From an optimization exercise on the open Yosys and OpenROAD flow, aimed at small area, a short achievable clock period and few clock cycles per item; shortcuts taken in it are not production practice.
Only simulation tests tie the RTL to the original design; equivalence was not proved.

`flow/run.sh`:
```
#!/bin/bash
# synth_recipe.tcl (not shown) runs the flow's synth.tcl, then flattens the netlist and writes it again
# the make line also repeats each setting of config.mk as NAME=value (left out here)
make -C /OpenROAD-flow-scripts/flow DESIGN_CONFIG=/design/flow/config.mk WORK_HOME=/design/flow/orfs CLKGATE_MAP_FILE= SYNTH_SCRIPT=/design/flow/synth_recipe.tcl finish
```
`flow/config.mk`:
```
export PLATFORM = sky130hd
export DESIGN_NAME = Multiply_Accumulator
export DESIGN_NICKNAME = Multiply_Accumulator
export VERILOG_FILES = /design/flow/design.v
export SDC_FILE = /design/flow/constraint.sdc
export NUM_CORES = 4
export LEC_CHECK = 0
export CAP_MARGIN = 20
export CORE_MARGIN = 2
export CORE_UTILIZATION = 40
export SLEW_MARGIN = 20
```
`flow/constraint.sdc`:
```
create_clock -name core_clock -period 20.0 [get_ports {iClk}]
set_input_delay 4.0000 -clock core_clock [delete_from_list [all_inputs] [get_ports {iClk}]]
set_output_delay 4.0000 -clock core_clock [all_outputs]
set_load 0.01 [all_outputs]
```
`flow/design.v`:
```
`timescale 1ns / 1ps
module full_adder(
    input wire iA, iB, iCarry,
    output wire oSum, oCarry
    );
    assign oSum = ((iA ^ iB) ^ iCarry);
    assign oCarry  = ((iA & iB) | ((iA^iB) & iCarry));
endmodule
`timescale 1ns / 1ps
module partial_full_adder(
    input wire iA, iB, iC,
    output wire oS, oP, oG
    );
    assign oS = (iA ^ iB) ^ (iC);
    assign oP = iA | iB;
    assign oG = iA & iB;
endmodule
`timescale 1ns / 1ps
module carry_lookahead_adder
#( parameter WIDTH = 4 )
(
    input wire iC,
    input wire [WIDTH-1:0] iA, iB,
    output wire [WIDTH-1:0] oS,
    output wire oC
);
    wire [WIDTH:0] wCs;
    wire [WIDTH-1:0] wPs, wGs;
    assign wCs[0] = iC;
    genvar i, j;
    generate 
        for (i=0; i < WIDTH; i = i+1)
        begin        
            partial_full_adder PFA
                (.iA(iA[i]), .iB(iB[i]), .iC(wCs[i]), .oS(oS[i]), .oP(wPs[i]), .oG(wGs[i]));    
            wire [i:0] wPropagatedGs;           
            assign wPropagatedGs[0] = wGs[i];
            for(j=1; j <= i; j = j+1)
            begin
                assign wPropagatedGs[j] = wGs[i-j] & &wPs[i:i-j+1];
            end
            assign wCs[i+1] = (&wPs[i:0] & iC) | (|wPropagatedGs);
        end
    endgenerate
    assign oC = wCs[WIDTH];
endmodule
`timescale 1ns / 1ps
module carry_save_adder
#(
    parameter WIDTH = 8
)
(
    input wire [WIDTH-1:0] iA, iB, iC,
    output wire [WIDTH-1:0] oS,
    output wire [WIDTH:0] oC
);
    assign oS = iA ^ iB ^ iC;
    assign oC = ((iA & iB) | (iB & iC) | (iA & iC)) << 1;
endmodule
`timescale 1ns / 1ps
module twos_complementer
#(
    parameter WIDTH = 8
)
(
    input wire [WIDTH-1:0] iA,
    output wire [WIDTH-1:0] oA
);
    assign oA = ~iA + 1;
endmodule
`timescale 1ns / 1ps
module signed_multiplier
#(
   parameter INPUT_LENGTH = 16,
   parameter OUTPUT_LENGTH = 32
)
(   
    input wire [INPUT_LENGTH-1:0]iA, iB,
    output wire [OUTPUT_LENGTH-1:0] oRes
);
    localparam N = INPUT_LENGTH/2;
    localparam SIGN_PADDING = (OUTPUT_LENGTH-INPUT_LENGTH);
    wire [OUTPUT_LENGTH-1:0] partial_products [N-1:0];
    genvar i;
    generate
        wire [OUTPUT_LENGTH-1:0] adds [2:0], minuses [2:0];
        assign adds[0] = 0;
        assign minuses[0] = 0;
        assign adds[1] = {{SIGN_PADDING{iA[INPUT_LENGTH-1]}}, iA};
        assign adds[2] = adds[1] << 1;
        twos_complementer #(.WIDTH(OUTPUT_LENGTH)) comp1 (.iA(adds[1]), .oA(minuses[1]));
        twos_complementer #(.WIDTH(OUTPUT_LENGTH)) comp2 (.iA(adds[2]), .oA(minuses[2]));
        wire [INPUT_LENGTH:0] padded_multiplier;
        assign padded_multiplier = { iB, 1'b0 };
        for(i=1; i < INPUT_LENGTH; i = i+2)
        begin
            wire [2:0] booth_block;
            assign booth_block = padded_multiplier[i+1:i-1];
            wire [2:0] booth_encoded;  
            assign booth_encoded[2] = booth_block[2];
            assign booth_encoded[1] = ~^booth_block[1:0] & (booth_block[2] ^ booth_block[1]);
            assign booth_encoded[0] = ^booth_block[1:0];
            wire [OUTPUT_LENGTH-1:0] positive_partial_product, raw_negative_partial_product, negative_partial_product;
            assign positive_partial_product = adds[booth_encoded[1:0]] << (i-1);
            assign negative_partial_product = minuses[booth_encoded[1:0]] << (i-1);
            assign partial_products[(i-1)/2] = 
            (booth_encoded[2] == 0) ? positive_partial_product : negative_partial_product ;
        end
    endgenerate
    wire [OUTPUT_LENGTH-1:0] wi1 [N-2:0];
    wire [OUTPUT_LENGTH:0] wi2 [N-2:0];
    assign wi1[0] = partial_products[0];
    assign wi2[0] = {1'b0, partial_products[1] };
    generate
        for(i=0; i < N-2; i = i+1)
        begin
            carry_save_adder #(.WIDTH(OUTPUT_LENGTH)) 
            CSA (
                .iA(wi1[i]), .iB(wi2[i][OUTPUT_LENGTH-1:0]), .iC(partial_products[i+2]), .oS(wi1[i+1]), .oC(wi2[i+1])
            );
        end
    endgenerate
    wire carry_out;
    carry_lookahead_adder #( .WIDTH(OUTPUT_LENGTH) ) 
        adder_inst   (
            .iA( wi1[N-2] ), 
            .iB( wi2[N-2][OUTPUT_LENGTH-1:0] ),
            .iC( 1'b0 ),
            .oS( oRes ),
            .oC( carry_out )
          );
endmodule
`timescale 1ns / 1ps
module mp_adder #(
    parameter OPERAND_WIDTH = 64,
    parameter ADDER_WIDTH   = 8,
    parameter N_ITERATIONS  = OPERAND_WIDTH / ADDER_WIDTH,
    parameter ADDER_TYPE = 2,
    parameter BLOCK_WIDTH = 64,
    parameter SUB_BLOCK_WIDTH = 16
    )
    (
    input  wire                       iClk,
    input  wire                       iRst,
    input  wire                       iStart,
    input  wire                       iSub,
    input  wire [OPERAND_WIDTH-1:0]   iOpA,
    input  wire [OPERAND_WIDTH-1:0]   iOpB,
    output wire [OPERAND_WIDTH:0]     oRes,  
    output wire                       oDone);
    wire [OPERAND_WIDTH-1:0] regA_D;
    reg  [OPERAND_WIDTH-1:0] regA_Q;
    always @(posedge iClk)
    begin
        if(iRst==1)     regA_Q <= { OPERAND_WIDTH{1'b0} }; 
        else            regA_Q <= regA_D;
    end
    wire [OPERAND_WIDTH-1:0] regB_D;
    reg  [OPERAND_WIDTH-1:0] regB_Q;    
    always @(posedge iClk)
    begin
      if(iRst==1)       regB_Q <= {OPERAND_WIDTH{1'b0}}; 
      else              regB_Q <= regB_D;
    end
    reg          muxA_sel;
    wire [OPERAND_WIDTH-1:0] muxA_Out;
    assign muxA_Out = (muxA_sel == 0) ? iOpA : { {ADDER_WIDTH{1'b0}}  , regA_Q[OPERAND_WIDTH-1:ADDER_WIDTH]};
    assign regA_D = muxA_Out;
    wire  [OPERAND_WIDTH-1:0] muxB_Sub_Out;
    assign muxB_Sub_Out = (iSub == 0) ? iOpB : ~iOpB;
    reg          muxB_sel;
    wire  [OPERAND_WIDTH-1:0] muxB_Out;
    assign muxB_Out = (muxB_sel == 0) ? muxB_Sub_Out : { {ADDER_WIDTH{1'b0}}  , regB_Q[OPERAND_WIDTH-1:ADDER_WIDTH]};
    assign regB_D = muxB_Out;
    wire [ADDER_WIDTH-1:0]  operandA;
    wire [ADDER_WIDTH-1:0]  operandB;
    wire                    carry_in;
    wire [ADDER_WIDTH-1:0]  result;
    wire                    carry_out;
    localparam RCA =   4'b0000;
    localparam CBA =   4'b0001;
    localparam CLA =   4'b0010;
    localparam BCLA =  4'b0011;
    localparam CSelA = 4'b0100;
    localparam GFA =   4'b0101;
    localparam IGFA =  4'b0110;
    localparam RCACC = 4'b0111;
    localparam CCA   =  4'b1000;
    carry_lookahead_adder #( .WIDTH(ADDER_WIDTH) ) 
        adder_inst   (
            .iA( operandA ), 
            .iB( operandB ),
            .iC( carry_in ),
            .oS(result),
            .oC(carry_out)
          );
    reg  [OPERAND_WIDTH-1:0] regResult;
    always @(posedge iClk)
    begin
        if(iRst==1)   regResult <= { OPERAND_WIDTH{1'b0} };
      else            regResult <= { result, regResult[OPERAND_WIDTH-1:ADDER_WIDTH] };
    end
    reg  regCout;
    always @(posedge iClk)
    begin
      if(iRst==1)   regCout <= 1'b0;
      else          regCout <= carry_out;
    end
    reg  muxCarry_sel;
    wire muxCarryIn;
    assign muxCarryIn = (muxCarry_sel == 0) ? iSub : regCout;
    assign operandA = regA_Q;
    assign operandB = regB_Q;
    assign carry_in = muxCarryIn;
    assign oRes = { (~iSub & regCout), regResult};
    localparam s_IDLE         = 3'b000;
    localparam s_STORE_OPS    = 3'b001;
    localparam s_ADD_FIRST    = 3'b010;
    localparam s_ADD_WORDS    = 3'b011;
    localparam s_DONE         = 3'b100;
    reg [2:0] rFSM_current, wFSM_next;
    always @(posedge iClk)
    begin
        if(iRst==1)	  
            rFSM_current <= s_IDLE;
        else          
            rFSM_current <= wFSM_next;
    end
    reg [$clog2(N_ITERATIONS):0] rCnt_Current, wCnt_next;
    always @(posedge iClk)
    begin
        if(iRst==1)	  
            rCnt_Current <= 0;
        else          
            rCnt_Current <= wCnt_next;
    end
    always @(*)
    begin
        case(rFSM_current)
            s_IDLE: 
              begin         
                muxA_sel = 0;
                muxB_sel = 0;
                muxCarry_sel = 0;
                wCnt_next = 0;
                if (iStart==1)
                    wFSM_next = s_STORE_OPS;
                else
                    wFSM_next = s_IDLE;
              end
            s_STORE_OPS: 
              begin
                muxA_sel = 0;
                muxB_sel = 0;
                muxCarry_sel = 0;
                wCnt_next = rCnt_Current + 1;
                wFSM_next = s_ADD_FIRST;
              end
            s_ADD_FIRST: 
              begin
                muxA_sel = 1;
                muxB_sel = 1;
                muxCarry_sel = 0;
                wCnt_next = rCnt_Current + 1;
                wFSM_next = s_ADD_WORDS;
              end
            s_ADD_WORDS: 
              begin
                muxA_sel = 1;
                muxB_sel = 1;
                muxCarry_sel = 1;
                wCnt_next = rCnt_Current + 1;
                if ( rCnt_Current < (N_ITERATIONS - 1) )
                  wFSM_next = s_ADD_WORDS;
                else
                  wFSM_next = s_DONE;
              end
            s_DONE:
              begin
                muxA_sel = 1;
                muxB_sel = 1;
                muxCarry_sel = 1;
                wCnt_next = 0;
                wFSM_next = s_IDLE;
              end  
            default: 
              begin 
                muxA_sel = 0;
                muxB_sel = 0;
                muxCarry_sel = 0;
                wCnt_next = 0;
                wFSM_next = s_IDLE;
              end
        endcase
    end
    reg regDone;
    always @(posedge iClk)
    begin
      if(iRst)    regDone <= 1'd0; 
      else        regDone <= ( rFSM_current == s_DONE ) ? 1'b1 : 1'b0;
    end
    assign oDone = regDone;
endmodule
`timescale 1ns / 1ps
module carry_save_accumulator
#(
   parameter INPUT_LENGTH = 16,
   parameter OUTPUT_LENGTH = 32
)
(   
    input wire iClk, iRst,
    input wire [INPUT_LENGTH-1:0]iA,
    input wire iAccumulate, iTerminate,  
    output wire [OUTPUT_LENGTH-1:0] oRes,
    output wire oReady, oDone
); 
    reg rReady, rStartProcess;
    wire wProcessed;
    reg [OUTPUT_LENGTH-1:0] rRes;  
    wire [OUTPUT_LENGTH-1:0] woResAdd;
    reg [INPUT_LENGTH-1:0] rA;
    reg [OUTPUT_LENGTH-1:0] accSum, accCarry;
    wire [OUTPUT_LENGTH-1:0] accSumNext, accCarryNext;
    always @(posedge iClk)
    begin
        if(iRst) begin
            accSum <= 0;
            accCarry <= 0;
        end
        else begin
            accSum <= accSumNext;
            accCarry <= accCarryNext;
        end
    end
    genvar i;
    generate
        full_adder FA1
            (.iA(rA[0]), .iB(accSum[0]), .iCarry(1'b0),.oCarry(accCarryNext[0]), .oSum(accSumNext[0]));
        for(i=1; i < INPUT_LENGTH; i = i+1)
        begin
            full_adder FA
                (.iA(rA[i]), .iB(accSum[i]), .iCarry(accCarry[i-1]),.oCarry(accCarryNext[i]), .oSum(accSumNext[i]));
        end
        for(i=INPUT_LENGTH; i < OUTPUT_LENGTH; i = i+1)
        begin
             full_adder FA
                (.iA(0), .iB(accSum[i]), .iCarry(accCarry[i-1]),.oCarry(accCarryNext[i]), .oSum(accSumNext[i]));
        end
        wire [OUTPUT_LENGTH-1:0] wOperandA;  
        wire [OUTPUT_LENGTH:0] wOperandB;  
        assign wOperandB[0] = 0;  
        for(i=0; i < OUTPUT_LENGTH; i = i+1)
        begin
            assign wOperandA[i] = accSum[i];
            assign wOperandB[i+1] = accCarry[i];
        end
        localparam RCA =   4'b0000;
        localparam CBA =   4'b0001;
        localparam CLA =   4'b0010;
        localparam BCLA =  4'b0011;
        localparam CSelA = 4'b0100;
        localparam GFA =   4'b0101;
        localparam IGFA =  4'b0110;
        localparam RCACC = 4'b0111;
        localparam CCA   =  4'b1000;
        mp_adder #(.OPERAND_WIDTH(OUTPUT_LENGTH), .ADDER_WIDTH(8), .ADDER_TYPE(CLA))
        adder_inst (
            .iClk(iClk),
            .iRst(iRst),
            .iStart( rStartProcess ),
            .iOpA( wOperandA ),
            .iOpB( wOperandB[OUTPUT_LENGTH-1:0] ),
            .iSub(1'b0),
            .oRes( woResAdd ),
            .oDone( wProcessed )
        );
    endgenerate
    localparam s_IDLE         = 3'b000;  
    localparam s_ACCUMULATE     = 3'b001;  
    localparam s_PROCESS     = 3'b010;  
    localparam s_DONE          = 3'b011;  
    reg [2:0] rFSM;
    always @(posedge iClk)
    begin
        if(iRst)
        begin
            rA <= 0;
            rReady <= 0;
            rFSM <= s_IDLE;
            rStartProcess <= 0;
            rRes <= 0;
        end
        else begin
        case(rFSM)
            s_IDLE:
                begin
                    rRes <= rRes;
                    if(iAccumulate) begin
                        rStartProcess <= 0;
                        rReady <= 1;
                        rA <= iA;
                        rFSM <= s_IDLE;
                    end
                    else if(iTerminate) begin
                        rStartProcess <= 1;
                        rFSM <= s_PROCESS;
                        rReady <= 0;
                        rA <= 0;
                    end
                    else begin
                        rStartProcess <= 0;
                        rFSM <= s_IDLE;
                        rReady <= 1;
                        rA <= 0;
                    end
                end
           s_PROCESS:
                begin
                    rStartProcess <= 0;
                    rReady <= 0;
                    rA <= 0;
                    if (wProcessed) begin
                        rFSM <= s_DONE;
                        rRes <= woResAdd;
                    end else begin
                        rFSM <= s_PROCESS;
                        rRes <= rRes;
                    end
                end
            s_DONE:
                begin
                    rRes <= rRes;
                    rStartProcess <= 0;
                    rReady <= 1;
                    rA <= 0;
                    rFSM <= s_IDLE;
                end
            default:
                begin
                    rRes <= rRes;
                    rStartProcess <= 0;
                    rReady <= 0;
                    rA <= 0;
                    rFSM <= s_IDLE;
                end
        endcase
        end
    end
    assign oRes = rRes;
    assign oReady = rReady;
    assign oDone = (rFSM == s_DONE);
endmodule
`timescale 1ns / 1ps
module Multiply_Accumulator
#(
   parameter INPUT_LENGTH = 32,
   parameter OUTPUT_LENGTH = 64
)
(   
    input wire iClk, iRst,
    input wire [INPUT_LENGTH-1:0]iA, iB,
    input wire iMAC, iRET,  
    output wire [OUTPUT_LENGTH-1:0] oRes,
    output wire oReady, oDone
); 
    wire [OUTPUT_LENGTH-1:0] wProduct;
    signed_multiplier 
    #(.INPUT_LENGTH(INPUT_LENGTH), .OUTPUT_LENGTH(OUTPUT_LENGTH))
    M ( .iA(iA), .iB(iB), .oRes(wProduct) );
    carry_save_accumulator #( .INPUT_LENGTH(OUTPUT_LENGTH), .OUTPUT_LENGTH(OUTPUT_LENGTH) )
    CsaveAc
    ( .iClk(iClk), .iRst(iRst), .iAccumulate(iMAC), .iTerminate(iRET), .iA(wProduct), 
    .oReady(oReady), .oRes(oRes), .oDone(oDone) );
endmodule
```
==> flow_summary.rst <==
.. list-table::
   :header-rows: 1

   * - Metric
     - Value
   * - Global placer's final weighted congestion
     - 1.06
   * - Worst setup timing slack at the placement stage
     - 0.463 ns
   * - Clock root buffer
     - sky130_fd_sc_hd__clkbuf_16
   * - Share of layout cells above drive strength 1
     - 9.82%
   * - Maximum level of the CTS H-tree
     - 2
   * - Area share of the largest cell type after synthesis
     - 22.4%
   * - Min-delay src
     - CsaveAc.adder_inst.regB_Q[8]
   * - WL/cell
     - 34.4 um
   * - TritonCTS clock tree
     - done
   * - Final ANT Viol Nets
     - 0
   * - Maximum number of pins on one net before global-route repair
     - 169
   * - Flip-flop and latch count after synthesis
     - 460
   * - RSZ-0062 raised after global routing
     - false
   * - Dominant cell by count in the synthesized netlist
     - sky130_fd_sc_hd__nand2_1
   * - Wire length of the first global-routing pass
     - 467000 um
   * - Post-detail-place hpwl
     - 256000 um
   * - Basic-gate share of the synthesized area counting and, or, nand and nor cells
     - 15.9%
   * - Count of final setup violators
     - 0
   * - Share of cell area taken by muxes after synthesis
     - 6.45%
   * - Number of flops mapped to enable cells by yosys
     - 0
   * - Final worst slack
     - 0.833 ns
   * - Critical Path Start Type
     - input pin
   * - Routed via count divided by cell count
     - 6.73
   * - Delay of the slowest cell on the worst path
     - 0.85 ns
   * - Final layout net count
     - 8527
   * - Largest family of logic cells by synthesized area
     - adder cells
   * - Critical Path End Type
     - flip-flop
   * - Data arrival, critical path
     - 19.64 ns
   * - Required time at the worst-slack endpoint
     - 20.47 ns
   * - Capture point of the worst reg-to-reg path
     - CsaveAc.adder_inst.regB_Q[29]
   * - Clock transition at the registers of the reported paths
     - 0.09 ns
   * - Hold Crit Endpoint
     - CsaveAc.adder_inst.regB_Q[0]
   * - Leftover overflow at the end of global routing
     - 0
   * - Top cells by area, synth
     - sky130_fd_sc_hd__fa_1 22%, sky130_fd_sc_hd__dfxtp_1 15%, sky130_fd_sc_hd__nand2_1 5.8%
   * - Antenna violations before repair
     - 21
   * - Xor-xnor portion of the synthesized cell area
     - 2.92%
   * - Post-Route Skew
     - 0.0253 ns
   * - Number of global-route vias before repair
     - 62001
   * - Area after detailed placement
     - 67000 um^2
   * - Highest Clock Rate
     - 0.0522 GHz
   * - Input/output buffers
     - 133
   * - Sequential element share of the synthesized area
     - 14.5%
   * - Final hold vios
     - 0
   * - Maximum Capacitance Violations
     - 0
   * - Filler cell count in the final layout
     - 15864
   * - Flip-flop cell with the highest count after synthesis
     - sky130_fd_sc_hd__dfxtp_1
   * - Clock sinks
     - 460
   * - Buffers from clock root to sink, at most
     - 3
   * - Post-Syn Nets
     - 8821
   * - Row cnt
     - 145
   * - Post-CTS repair timing setup buffer count
     - 0
   * - Max FO, Critical Path
     - 19
   * - Total I/O pin count
     - 134
   * - Post-synthesis compound-gate area fraction
     - 26.4%
   * - Minimum clock period after layout
     - 19.17 ns
   * - Ys async rst share
     - 0%
   * - Overall die width
     - 402 um
   * - Setup slack of the worst register-to-register path
     - 17.09 ns
   * - Cell type contributing the most total cell area after synthesis
     - sky130_fd_sc_hd__fa_1
   * - Area grow syn2layout
     - 8.20%
   * - Relative slew slack
     - 15.0%
   * - List of most frequent post-synthesis cells
     - 977 x sky130_fd_sc_hd__nand2_1, 735 x sky130_fd_sc_hd__clkbuf_1, 708 x sky130_fd_sc_hd__fa_1
   * - Average size of a mapped cell
     - 8.11 um^2
   * - Finished Cell Area
     - 68500 um^2
   * - Type of the tightest min-delay check
     - reg -> reg
   * - Gate Count Post-Synth
     - 7810
   * - Core region area
     - 157000 um^2
   * - Unique cell type count in the Yosys netlist
     - 97
   * - Final period utilization
     - 95.8%
   * - Worst-case reg-to-reg path depth
     - 4
   * - Worst reg2reg path startpoint
     - CsaveAc.adder_inst.rFSM_current[0]
   * - Number of synthesis warnings
     - 4
   * - Count of hold-fix buffers inserted at cts
     - 0
   * - TritonCTS Buffers
     - 42
   * - Wirelength, routed
     - 331000 um
   * - Final-report max-slew violation count
     - 0
   * - Detailed-routing iteration count for the pre-antenna-repair pass
     - 8
   * - Clk Latency, worst-skew pair
     - 0.57 ns
   * - DRC viols
     - 0
   * - Die Footprint
     - 161000 um^2
   * - Total vias in the final route
     - 64717
   * - Starting utilization of the core area
     - 40.4%
   * - Crit Path Class
     - in -> reg
   * - Cell repeated most along the worst path
     - sky130_fd_sc_hd__fa_1
   * - Transition time at the pin with the least slew margin
     - 1.26 ns
   * - Run status
     - timing/DRC/antenna clean
   * - Setup Total Neg Slack
     - 0 ns
   * - Overall track demand over capacity in global routing
     - 39.7%
   * - Initial drt markers
     - 9546
   * - Gates resized, CTS repair
     - 0
   * - Count of cells along the worst hold path
     - 1
   * - Adder-cell share of the synthesized area
     - 27.0%
   * - Die outline height
     - 402 um
   * - Crit-path slowest cell
     - sky130_fd_sc_hd__o311ai_0
   * - Combined area of all synthesized cells
     - 63300 um^2
   * - Post-Route Hold Slack
     - 0.434 ns
layer usage:
metal | GRT usage [%] | vias to the layer above | wire [um]
met5 | 0 | - | 84
met4 | 29.8 | 14 | 31300
met1 | 49.5 | 31908 | 124000
li1 | - | 27203 | -
met3 | 8.43 | 1126 | 34200
met2 | 60.5 | 4466 | 141000
worst max-delay path by stage:
stage | slack (ns) | start | to | depth (start not counted)
after floorplan | 2.93 | iA[0] | CsaveAc.rA[63] | 40
after global placement | 0.53 | iA[0] | CsaveAc.rA[63] | 36
after detailed placement | 0.46 | iA[1] | CsaveAc.rA[63] | 36
after CTS | 1.12 | iA[1] | CsaveAc.rA[63] | 36
after global routing | 0.51 | iA[1] | CsaveAc.rA[63] | 37
final | 0.83 | iA[0] | CsaveAc.rA[63] | 35
cells in the final DEF (no fill, tap or decap), types with 96 or more instances in the layout:
cell	synthesis	layout
sky130_fd_sc_hd__dfxtp_1	460	460
sky130_fd_sc_hd__nor2_1	542	533
sky130_fd_sc_hd__nor3_1	97	96
sky130_fd_sc_hd__a21boi_0	194	194
sky130_fd_sc_hd__inv_1	271	270
sky130_fd_sc_hd__buf_4	1	381
sky130_fd_sc_hd__a31oi_1	107	106
sky130_fd_sc_hd__ha_1	235	235
sky130_fd_sc_hd__o21ai_0	602	601
sky130_fd_sc_hd__nand2_1	977	975
sky130_fd_sc_hd__a21oi_1	702	701
sky130_fd_sc_hd__mux4_2	110	110
sky130_fd_sc_hd__a22o_1	122	122
sky130_fd_sc_hd__o22ai_1	109	109
sky130_fd_sc_hd__nor2b_1	213	211
sky130_fd_sc_hd__xnor2_1	129	103
sky130_fd_sc_hd__fa_1	708	708
sky130_fd_sc_hd__a22oi_1	120	120
sky130_fd_sc_hd__mux2i_1	124	123
through the flow:
stage / utilization, % / instances
after floorplan: - / 7810
after global placement: 42.7 / 9527
after detailed placement: 42.7 / 9528
after CTS: 43.6 / 9603
after global routing: 43.7 / 9614
final: 43.7 / 9619
critical path: cells and delay by family:
kind / cells / cell delay [ns]
AOI/OAI and AO/OA: 6 / 2.86
buffers and inverters: 5 / 1.70
and+or+nand+nor: 6 / 1.88
adders and majority gates: 16 / 8.59
xor gates and xnor gates: 2 / 0.54
cells by family after synthesis:
group,Yosys count
AO/OA/AOI/OAI,2587
flip-flops,460
buffers and inverters,1122
adder cells (fa/ha/maj),943
XOR/XNOR,206
multiplexers,266
AND/OR/NAND/NOR,2226
state kept, by name (all words and copies together) (netlist names):
| signal | flops |
|---|---|
| CsaveAc.accSum | 64 |
| CsaveAc.rRes | 64 |
| CsaveAc.accCarry | 63 |
| CsaveAc.rFSM | 2 |
| CsaveAc.adder_inst.regResult | 64 |
| CsaveAc.adder_inst.rFSM_current | 3 |
| CsaveAc.rReady | 1 |
| CsaveAc.rA | 64 |
| CsaveAc.adder_inst.rCnt_Current | 4 |
| CsaveAc.adder_inst.regCout | 1 |
| CsaveAc.rStartProcess | 1 |
| CsaveAc.adder_inst.regDone | 1 |
| CsaveAc.adder_inst.regA_Q | 64 |
| CsaveAc.adder_inst.regB_Q | 64 |
final cells by class:
class	instances	area, um^2	share of cell area [%]
flip-flops and latches	460	9210	13.4
well taps	2058	2570	3.76
multi-input cells	6228	50300	73.4
inverters	285	1070	1.56
clock inverters	17	260	0.380
diodes	14	35.0	0.0511
clock buffers	58	1200	1.76
repair buffers	499	3890	5.68
Testbench counts, summed over its fixed seeds: cycles 11,934, items 7,774.

re-timing with driven ports:
No port has a modelled driver above. Below, the same layout with a new extraction and two added sets of constraints. Step 1, drivers: a clkbuf_16 drives iClk and a buf_2 each remaining input, both assumed. Step 2 adds t to the input delays and takes it off the output delays; t is the mean of the earliest and latest rising clock arrival at the registers after step 1. Input paths then give back, and output paths get back, about the clock's delay inside the block. a / b / c = no drivers / after step 1 / after step 2; a / b = the first two.
t (ns): 0.635
setup slack, ns: 0.833 / 0.855 / 0.220
hold WS [ns]: 0.434 / 0.434 / 0.434
After both steps this run still meets setup and hold. The setup slack of this run moves by +0.022 ns with the drivers and by -0.613 ns with both steps.
